Context: an optimization exercise on an open-source flow, tuned for small area and a short achievable clock period. The choices shown serve that exercise and are no tape-out recipe. RTL that was checked went through simulation tests only; none was proved equivalent to the original. The clock port is modelled as an ideal driver, which makes a skipped or thinned clock tree look cheaper than it is; a real chip needs a root buffer or a tree. Power and IR drop assume default switching activity.

==> flow/design.v <==
module fifo(
  input clk,
  input rst,
  input [7:0] buf_in,
  input wr_en,
  input rd_en,
  output reg [7:0] buf_out,
  output buf_empty,
  output reg buf_full,
  output [7:0] fifo_counter
);
  reg [5:0] wr_ptr;
  reg [7:0] rlo;
  reg [7:0] rhi;
  reg [6:0] count;
  reg not_empty;
  reg [7:0] mem_n [0:63];
  assign fifo_counter = {1'b0, count};
  assign buf_empty = ~not_empty;
  wire wa = wr_en & ~buf_full;
  wire ra = rd_en & not_empty;
  wire [7:0] wlo_n = ~(8'b1 << wr_ptr[2:0]);
  wire [7:0] whi = 8'b1 << wr_ptr[5:3];
  wire [7:0] whi_n;
  wire [63:0] we;
  wire [63:0] rs_n;
  genvar g, b;
  generate
    for (g = 0; g < 8; g = g + 1) begin : gwhi
      fifo_nand3b u (.a_n(buf_full), .b(wr_en), .c(whi[g]), .y(whi_n[g]));
    end
    for (g = 0; g < 64; g = g + 1) begin : gdec
      fifo_nor2 u_we (.a(wlo_n[g % 8]), .b(whi_n[g / 8]), .y(we[g]));
      fifo_nand2 u_rs (.a(rlo[g % 8]), .b(rhi[g / 8]), .y(rs_n[g]));
    end
  endgenerate
  wire [7:0] rdata;
  generate
    for (b = 0; b < 8; b = b + 1) begin : gbit
      wire [63:0] col_n;
      for (g = 0; g < 64; g = g + 1) begin : gcol
        assign col_n[g] = mem_n[g][b];
      end
      fifo_sel64 u_sel (.s_n(rs_n), .d_n(col_n), .y(rdata[b]));
    end
  endgenerate
  wire [7:0] buf_in_n = ~buf_in;
  generate
    for (g = 0; g < 64; g = g + 1) begin : gmem
      always @(posedge clk)
        if (we[g])
          mem_n[g] <= buf_in_n;
    end
  endgenerate
  always @(posedge clk or posedge rst) begin
    if (rst) begin
      wr_ptr <= 6'd0;
      rlo <= 8'b00000001;
      rhi <= 8'b00000001;
      count <= 7'd0;
      buf_out <= 8'd0;
      not_empty <= 1'b0;
      buf_full <= 1'b0;
    end else begin
      if (wa) wr_ptr <= wr_ptr + 6'd1;
      if (ra) begin
        rlo <= {rlo[6:0], rlo[7]};
        if (rlo[7]) rhi <= {rhi[6:0], rhi[7]};
        buf_out <= rdata;
      end
      if (wa & ~ra) count <= count + 7'd1;
      else if (ra & ~wa) count <= count - 7'd1;
      not_empty <= wr_en | (not_empty & (~rd_en | (count != 7'd1)));
      buf_full <= ~rd_en & (buf_full | (wr_en & (count == 7'd63)));
    end
  end
endmodule
module fifo_sel64(
  input [63:0] s_n,
  input [63:0] d_n,
  output y
);
  wire [31:0] p;      
  wire [15:0] q_n;
  wire [3:0] r;
  wire [1:0] t_n;
  genvar i;
  generate
    for (i = 0; i < 32; i = i + 1) begin : gp
      fifo_oai22 u (.a1(s_n[2*i]), .a2(d_n[2*i]), .b1(s_n[2*i+1]), .b2(d_n[2*i+1]), .y(p[i]));
    end
    for (i = 0; i < 16; i = i + 1) begin : gq
      fifo_nor2 u (.a(p[2*i]), .b(p[2*i+1]), .y(q_n[i]));
    end
    for (i = 0; i < 4; i = i + 1) begin : gr
      fifo_nand4 u (.a(q_n[4*i]), .b(q_n[4*i+1]), .c(q_n[4*i+2]), .d(q_n[4*i+3]), .y(r[i]));
    end
  endgenerate
  fifo_nor2 t0 (.a(r[0]), .b(r[1]), .y(t_n[0]));
  fifo_nor2 t1 (.a(r[2]), .b(r[3]), .y(t_n[1]));
  fifo_nand2 t2 (.a(t_n[0]), .b(t_n[1]), .y(y));
endmodule
module fifo_oai22(input a1, input a2, input b1, input b2, output y);
  assign y = ~((a1 | a2) & (b1 | b2));
endmodule
module fifo_nand4(input a, input b, input c, input d, output y);
  assign y = ~(a & b & c & d);
endmodule
module fifo_nand3b(input a_n, input b, input c, output y);
  assign y = ~(~a_n & b & c);
endmodule
module fifo_nand2(input a, input b, output y);
  assign y = ~(a & b);
endmodule
module fifo_nor2(input a, input b, output y);
  assign y = ~(a | b);
endmodule
==> flow/config.mk <==
export PLATFORM = sky130hd
export DESIGN_NAME = fifo
export DESIGN_NICKNAME = fifo
export VERILOG_FILES = /design/flow/design.v
export SDC_FILE = /design/flow/constraint.sdc
export NUM_CORES = 4
export LEC_CHECK = 0
export CAP_MARGIN = 20
export CORE_MARGIN = 2
export CORE_UTILIZATION = 60
export CTS_CLUSTER_DIAMETER = 80
export CTS_CLUSTER_SIZE = 30
export SETUP_SLACK_MARGIN = 1.9
export SLEW_MARGIN = 20
export SYNTH_HIERARCHICAL = 1
export SYNTH_MINIMUM_KEEP_SIZE = 0
==> flow/constraint.sdc <==
create_clock -name core_clock -period 4.0 [get_ports {clk}]
set_input_delay 0.8000 -clock core_clock [delete_from_list [all_inputs] [get_ports {clk}]]
set_output_delay 0.8000 -clock core_clock [all_outputs]
set_load 0.01 [all_outputs]
standard.sh (not shown) runs the stock make flow with config.mk's settings and CLKGATE_MAP_FILE= SYNTH_SCRIPT=/design/flow/synth_recipe.tcl, a recipe that flattens the netlist after the stock synthesis.
==> flow/flow/run.sh <==
#!/bin/bash
# Standard ORFS layout with three changes to how it is made:
#  - ports are buffered with buf_2 cells instead of the slow delay-cell default
#  - CTS clusters 30 sinks within 80 um and inserts no dummy loads
# Every tool's output goes to a log file of its own in this folder.
set -euo pipefail
export BUFFER_PORTS_ARGS="-buffer_cell sky130_fd_sc_hd__buf_2"
export CTS_ARGS="-sink_clustering_enable -repair_clock_nets -sink_clustering_size 30 -sink_clustering_max_diameter 80 -dont_use_dummy_load"
bash standard.sh > standard.log 2>&1
Rerun with:
--- a/flow/design.v
+++ b/flow/design.v
@@ -18,10 +18,12 @@
   assign fifo_counter = {1'b0, count};
   assign buf_empty = ~not_empty;
   wire wa = wr_en & ~buf_full;
   wire ra = rd_en & not_empty;
-  wire [7:0] wlo_n = ~(8'b1 << wr_ptr[2:0]);
-  wire [7:0] whi = 8'b1 << wr_ptr[5:3];
+  wire [7:0] wlo_n;
+  wire [7:0] whi;
+  fifo_dec3n u_wlo (.a(wr_ptr[2:0]), .y_n(wlo_n));
+  fifo_dec3 u_whi (.a(wr_ptr[5:3]), .y(whi));
   wire [7:0] whi_n;
   wire [63:0] we;
   wire [63:0] rs_n;
   genvar g, b;
@@ -51,8 +53,19 @@
         if (we[g])
           mem_n[g] <= buf_in_n;
     end
   endgenerate
+  wire up = wa & ~ra;
+  wire dn = ra & ~wa;
+  wire [6:0] cnt_inc = count + 7'd1;
+  wire [6:0] cnt_dec = count - 7'd1;
+  wire [6:0] count_next;
+  generate
+    for (g = 0; g < 7; g = g + 1) begin : gcnt
+      fifo_mux4 u (.a(count[g]), .b(cnt_dec[g]), .c(cnt_inc[g]), .d(cnt_inc[g]),
+                   .s0(dn), .s1(up), .y(count_next[g]));
+    end
+  endgenerate
   always @(posedge clk or posedge rst) begin
     if (rst) begin
       wr_ptr <= 6'd0;
       rlo <= 8'b00000001;
@@ -67,10 +80,9 @@
         rlo <= {rlo[6:0], rlo[7]};
         if (rlo[7]) rhi <= {rhi[6:0], rhi[7]};
         buf_out <= rdata;
       end
-      if (wa & ~ra) count <= count + 7'd1;
-      else if (ra & ~wa) count <= count - 7'd1;
+      count <= count_next;
       not_empty <= wr_en | (not_empty & (~rd_en | (count != 7'd1)));
       buf_full <= ~rd_en & (buf_full | (wr_en & (count == 7'd63)));
     end
   end
@@ -114,4 +126,13 @@
 endmodule
 module fifo_nor2(input a, input b, output y);
   assign y = ~(a | b);
 endmodule
+module fifo_dec3n(input [2:0] a, output [7:0] y_n);
+  assign y_n = ~(8'b1 << a);
+endmodule
+module fifo_dec3(input [2:0] a, output [7:0] y);
+  assign y = 8'b1 << a;
+endmodule
+module fifo_mux4(input a, input b, input c, input d, input s0, input s1, output y);
+  assign y = s1 ? (s0 ? d : c) : (s0 ? b : a);
+endmodule
What happened: The new run went through all stages and came out clean. Setup slack gains 0.13 ns. Wire length barely changes. Cell area decreases slightly. Global-route usage increases by 0.44 points. Area after synthesis increases slightly.
Function not checked in the second run of this note: the RTL went through the layout flow alone.


Setup of v30:
// fifo: RTL as listed in full above, without the edits since
Settings: LEC_CHECK=0, CAP_MARGIN=20, CORE_MARGIN=2, CORE_UTILIZATION=60, CTS_CLUSTER_DIAMETER=80, CTS_CLUSTER_SIZE=30, SETUP_SLACK_MARGIN=1.9, SLEW_MARGIN=20, SYNTH_HIERARCHICAL=1, SYNTH_MINIMUM_KEEP_SIZE=0; clock period 4.0 ns.
run.sh (not shown) runs the stock make flow with config.mk's settings and CLKGATE_MAP_FILE= SYNTH_SCRIPT=/design/flow/synth_recipe.tcl, a recipe that flattens the netlist after the stock synthesis.
Stock flow here: none of the scripts above is used.
Having completed the whole flow, v30 delivered a layout that passed the timing, design-rule and antenna checks.
Changes in v6 relative to v30:
-- flow/design.v --
<<< v30, line 20
  wire wa = wr_en & ~buf_full;
  wire ra = rd_en & not_empty;
  wire [7:0] wlo_n = ~(8'b1 << wr_ptr[2:0]);
  wire [7:0] whi = 8'b1 << wr_ptr[5:3];
  wire [7:0] whi_n;
  wire [63:0] we;
>>> v6, line 20
  wire wa = wr_en & ~buf_full;
  wire ra = rd_en & not_empty;
  wire [7:0] wlo_n;
  wire [7:0] whi;
  fifo_dec3n u_wlo (.a(wr_ptr[2:0]), .y_n(wlo_n));
  fifo_dec3 u_whi (.a(wr_ptr[5:3]), .y(whi));
  wire [7:0] whi_n;
  wire [63:0] we;
<<< v30, line 53
    end
  endgenerate
  always @(posedge clk or posedge rst) begin
    if (rst) begin
>>> v6, line 55
    end
  endgenerate
  wire up = wa & ~ra;
  wire dn = ra & ~wa;
  wire [6:0] cnt_inc = count + 7'd1;
  wire [6:0] cnt_dec = count - 7'd1;
  wire [6:0] count_next;
  generate
    for (g = 0; g < 7; g = g + 1) begin : gcnt
      fifo_mux4 u (.a(count[g]), .b(cnt_dec[g]), .c(cnt_inc[g]), .d(cnt_inc[g]),
                   .s0(dn), .s1(up), .y(count_next[g]));
    end
  endgenerate
  always @(posedge clk or posedge rst) begin
    if (rst) begin
<<< v30, line 69
        buf_out <= rdata;
      end
      if (wa & ~ra) count <= count + 7'd1;
      else if (ra & ~wa) count <= count - 7'd1;
      not_empty <= wr_en | (not_empty & (~rd_en | (count != 7'd1)));
      buf_full <= ~rd_en & (buf_full | (wr_en & (count == 7'd63)));
>>> v6, line 82
        buf_out <= rdata;
      end
      count <= count_next;
      not_empty <= wr_en | (not_empty & (~rd_en | (count != 7'd1)));
      buf_full <= ~rd_en & (buf_full | (wr_en & (count == 7'd63)));
<<< v30, line 116
  assign y = ~(a | b);
endmodule
>>> v6, line 128
  assign y = ~(a | b);
endmodule
module fifo_dec3n(input [2:0] a, output [7:0] y_n);
  assign y_n = ~(8'b1 << a);
endmodule
module fifo_dec3(input [2:0] a, output [7:0] y);
  assign y = 8'b1 << a;
endmodule
module fifo_mux4(input a, input b, input c, input d, input s0, input s1, output y);
  assign y = s1 ? (s0 ? d : c) : (s0 ? b : a);
endmodule
Average cell area after synthesis of v6 exceeds that of v30 slightly.
Re achievable frequency: v6 and v30 aren't equal, and the lower value belongs to v30.
Via total after detailed routing shrinks slightly when moving from v30 to v6.
Of the two values seen for launch point of the critical path, rlo[1]$_DFFE_PP0P_ was produced by v30 and rlo[4]$_DFFE_PP0P_ by v6.
Count of mapped cells out of synthesis is higher on v30
The final reports for v6 and v30 show area growth from synthesis to layout lower in the former.
Routed wire length delta (v6 -> v30): insignificant
Post-route cell area: v30 vs v6, no meaningful difference
On count of non-filler cells in the finished layout, v6 and v30 are basically level.
Function not checked in v6: the RTL went through the layout flow alone.


## PW
fifo, a different RTL version from the one above (not shown whole).
For scale: roughly 550 flip-flops, about 30 I/O pins, roughly 20000 um^2 of cells after synthesis.
==> module fifo, before the edit <==
module fifo(
  input clk,
  input rst,
  input [7:0] buf_in,
  input wr_en,
  input rd_en,
  output reg [7:0] buf_out,
  output buf_empty,
  output reg buf_full,
  output [7:0] fifo_counter
);
  reg [5:0] wr_ptr;
  reg [7:0] rlo;
  reg [7:0] rhi;
  reg [6:0] count;
  reg not_empty;
  reg [7:0] mem_n [0:63];
  assign fifo_counter = {1'b0, count};
  assign buf_empty = ~not_empty;
  wire wa = wr_en & ~buf_full;
  wire ra = rd_en & not_empty;
  wire [7:0] wlo_n;
  wire [7:0] whi;
  fifo_dec3n u_wlo (.a(wr_ptr[2:0]), .y_n(wlo_n));
  fifo_dec3 u_whi (.a(wr_ptr[5:3]), .y(whi));
  wire [7:0] whi_n;
  wire [63:0] we;
  wire [63:0] rs_n;
  genvar g, b;
  generate
    for (g = 0; g < 8; g = g + 1) begin : gwhi
      fifo_nand3b u (.a_n(buf_full), .b(wr_en), .c(whi[g]), .y(whi_n[g]));
    end
    for (g = 0; g < 64; g = g + 1) begin : gdec
      fifo_nor2 u_we (.a(wlo_n[g % 8]), .b(whi_n[g / 8]), .y(we[g]));
      fifo_nand2 u_rs (.a(rlo[g % 8]), .b(rhi[g / 8]), .y(rs_n[g]));
    end
  endgenerate
  wire [7:0] buf_out_next;
  wire ra_n = ~ra;
  generate
    for (b = 0; b < 8; b = b + 1) begin : gbit
      wire [63:0] col_n;
      for (g = 0; g < 64; g = g + 1) begin : gcol
        assign col_n[g] = mem_n[g][b];
      end
      wire [3:0] r;
      fifo_sel64 u_sel (.s_n(rs_n), .d_n(col_n), .r(r));
      fifo_outsel u_out (.r(r), .ra(ra), .ra_n(ra_n), .q(buf_out[b]), .y(buf_out_next[b]));
    end
  endgenerate
  wire [7:0] buf_in_n = ~buf_in;
  generate
    for (g = 0; g < 64; g = g + 1) begin : gmem
      always @(posedge clk)
        if (we[g])
          mem_n[g] <= buf_in_n;
    end
  endgenerate
  wire up = wa & ~ra;
  wire dn = ra & ~wa;
  wire [6:0] cnt_inc = count + 7'd1;
  wire [6:0] cnt_dec = count - 7'd1;
  wire [6:0] count_next;
  generate
    for (g = 0; g < 7; g = g + 1) begin : gcnt
      fifo_mux4 u (.a(count[g]), .b(cnt_dec[g]), .c(cnt_inc[g]), .d(cnt_inc[g]),
                   .s0(dn), .s1(up), .y(count_next[g]));
    end
  endgenerate
  wire c63 = (count == 7'd63);
  wire ne1 = (count != 7'd1);
  wire full_next, ne_next;
  fifo_flags u_flags (.wr_en(wr_en), .rd_en(rd_en), .full(buf_full), .ne(not_empty),
                      .c63(c63), .ne1(ne1), .full_next(full_next), .ne_next(ne_next));
  always @(posedge clk or posedge rst) begin
    if (rst) begin
      wr_ptr <= 6'd0;
      rlo <= 8'b00000001;
      rhi <= 8'b00000001;
      count <= 7'd0;
      buf_out <= 8'd0;
      not_empty <= 1'b0;
      buf_full <= 1'b0;
    end else begin
      if (wa) wr_ptr <= wr_ptr + 6'd1;
      if (ra) begin
        rlo <= {rlo[6:0], rlo[7]};
        if (rlo[7]) rhi <= {rhi[6:0], rhi[7]};
      end
      buf_out <= buf_out_next;
      count <= count_next;
      not_empty <= ne_next;
      buf_full <= full_next;
    end
  end
endmodule
==> module fifo_dec3n, before the edit <==
module fifo_dec3n(input [2:0] a, output [7:0] y_n);
  assign y_n = ~(8'b1 << a);
endmodule
==> module fifo_dec3, before the edit <==
module fifo_dec3(input [2:0] a, output [7:0] y);
  assign y = 8'b1 << a;
endmodule
Settings: LEC_CHECK=0, CAP_MARGIN=20, CORE_MARGIN=2, CORE_UTILIZATION=70, CTS_CLUSTER_DIAMETER=80, CTS_CLUSTER_SIZE=30, SETUP_SLACK_MARGIN=2.2, SLEW_MARGIN=20, SYNTH_HIERARCHICAL=1, SYNTH_MINIMUM_KEEP_SIZE=0; clock period 4.0 ns.
standard.sh (not shown) runs the stock make flow with config.mk's settings and CLKGATE_MAP_FILE= SYNTH_SCRIPT=/design/flow/synth_recipe.tcl, a recipe that flattens the netlist after the stock synthesis.
==> flow/flow/run.sh <==
#!/bin/bash
# Standard ORFS layout (the standard.sh) with these changes to how it is made:
#  - ports are buffered with buf_2 cells instead of the slow delay-cell default
#  - the clock tree is flow/my_cts.tcl's (built in place of TritonCTS through
#    ORFS's PRE_CTS_TCL hook): 32 equal clusters of flip-flops, each under a
#    clkbuf_8, grouped by quadrant under 4 clkbuf_16 that the clock port drives
#  - after the timing repair in CTS and in global routing, flow/downsize.tcl
#    swaps each cell for the smallest drive strength that keeps the worst
#    setup slack, and repair_design then restores the slew and cap margins
# Each ORFS step writes its full log under orfs/logs; make's output goes to standard.log.
set -euo pipefail
export BUFFER_PORTS_ARGS="-buffer_cell sky130_fd_sc_hd__buf_2"
export PRE_CTS_TCL="$PWD/flow/pre_cts.tcl"
export POST_CTS_TCL="$PWD/flow/post_cts.tcl"
export POST_GLOBAL_ROUTE_TCL="$PWD/flow/post_grt.tcl"
bash standard.sh > standard.log 2>&1
Other scripts of this flow, unchanged in this note and not shown: flow/flow/downsize.tcl, flow/flow/my_cts.tcl, flow/flow/post_cts.tcl, flow/flow/post_grt.tcl, flow/flow/pre_cts.tcl
PW closes out successfully: all stages finished, all timing, DRC and antenna checks passed.
## Diff of input files: MS against PW
--- a/flow/design.v
+++ b/flow/design.v
@@ -9,7 +9,8 @@
   output reg buf_full,
   output [7:0] fifo_counter
 );
-  reg [5:0] wr_ptr;
+  reg [7:0] wlo_n;
+  reg [7:0] whi;
   reg [7:0] rlo;
   reg [7:0] rhi;
   reg [6:0] count;
@@ -19,10 +20,6 @@
   assign buf_empty = ~not_empty;
   wire wa = wr_en & ~buf_full;
   wire ra = rd_en & not_empty;
-  wire [7:0] wlo_n;
-  wire [7:0] whi;
-  fifo_dec3n u_wlo (.a(wr_ptr[2:0]), .y_n(wlo_n));
-  fifo_dec3 u_whi (.a(wr_ptr[5:3]), .y(whi));
   wire [7:0] whi_n;
   wire [63:0] we;
   wire [63:0] rs_n;
@@ -75,7 +72,8 @@
                       .c63(c63), .ne1(ne1), .full_next(full_next), .ne_next(ne_next));
   always @(posedge clk or posedge rst) begin
     if (rst) begin
-      wr_ptr <= 6'd0;
+      wlo_n <= 8'b11111110;
+      whi <= 8'b00000001;
       rlo <= 8'b00000001;
       rhi <= 8'b00000001;
       count <= 7'd0;
@@ -83,7 +81,10 @@
       not_empty <= 1'b0;
       buf_full <= 1'b0;
     end else begin
-      if (wa) wr_ptr <= wr_ptr + 6'd1;
+      if (wa) begin
+        wlo_n <= {wlo_n[6:0], wlo_n[7]};
+        if (!wlo_n[7]) whi <= {whi[6:0], whi[7]};
+      end
       if (ra) begin
         rlo <= {rlo[6:0], rlo[7]};
         if (rlo[7]) rhi <= {rhi[6:0], rhi[7]};
@@ -157,9 +158,3 @@
   assign full_next = ~rd_en & (full | (wr_en & c63));
   assign ne_next = wr_en | (ne & (~rd_en | ne1));
 endmodule
-module fifo_dec3n(input [2:0] a, output [7:0] y_n);
-  assign y_n = ~(8'b1 << a);
-endmodule
-module fifo_dec3(input [2:0] a, output [7:0] y);
-  assign y = 8'b1 << a;
-endmodule
==> results.txt <==
- In the tables for PW and MS, relative slew slack reads lower with MS.
- NOTE number of combinational gates with multiple inputs PW->MS decreased slightly
- Actual transition at the worst max-transition pin, PW and MS: higher on MS
- Between PW and MS, setup slack is lower for PW, MS comes in above that.
- On number of synthesized register bits: between PW and MS, it ends up higher for MS.
- In MS relative to PW, top achievable clock speed had gone up slightly.
- MS: no failed stages, no open violations at the end
- The part of the total power dissipated in combinational logic of MS is lower than that of PW.
- On MS: sequential power is about 3.6% lower than what PW gave.
- On part of the total power dissipated in the clock network, the higher figure sits with MS, not PW.
- The clock power was comparable across PW and MS.
- Diff PW -> MS: worst hold slack has decreased, non-clock inverter count in the final layout has increased, clock insertion delay at the later pin of the skew report has remained practically unchanged.
- Against PW, MS comes in 110 um^2 higher on final standard cell area without fillers.
No functional check of the RTL was part of PW. In every run of this note, the design's own scripts or RTL, not TritonCTS, make the clock network.

re-timing with driven ports:
In the flow no input, the clock included, has a driving cell. The finished layouts below were timed again as built, in two steps.
Step 1: set_driving_cell puts a clkbuf_16 on clk and a buf_2 on each other input, an assumption about the parent block.
Step 2 adds t to the input delays and takes it off the output delays; t is the mean of the earliest and latest rising clock arrival at the registers after step 1. Input paths then give back, and output paths get back, about the clock's delay inside the block.
a / b / c = no drivers / after step 1 / after step 2; a / b = the first two.
run | t, ns | setup WS [ns] | worst slew at a driven data input, ns
the first run of note 1 | 0.607 | 1.745 / 1.745 / 1.382 | 0.03
the second run of note 1 | 0.605 | 1.880 / 1.880 / 1.454 | 0.03
v30 | 0.611 | 1.893 / 1.878 / 1.442 | 0.03
v6 | 0.623 | 1.901 / 1.879 / 1.393 | 0.03
PW | 0.451 | 2.034 / 2.035 / 1.763 | 0.03
MS | 0.463 | 2.051 / 2.029 / 1.745 | 0.04
After both steps every run listed still meets setup and hold. For v6, which loses most, drivers alone change the setup slack by -0.022 ns; drivers and shift together by -0.508 ns.
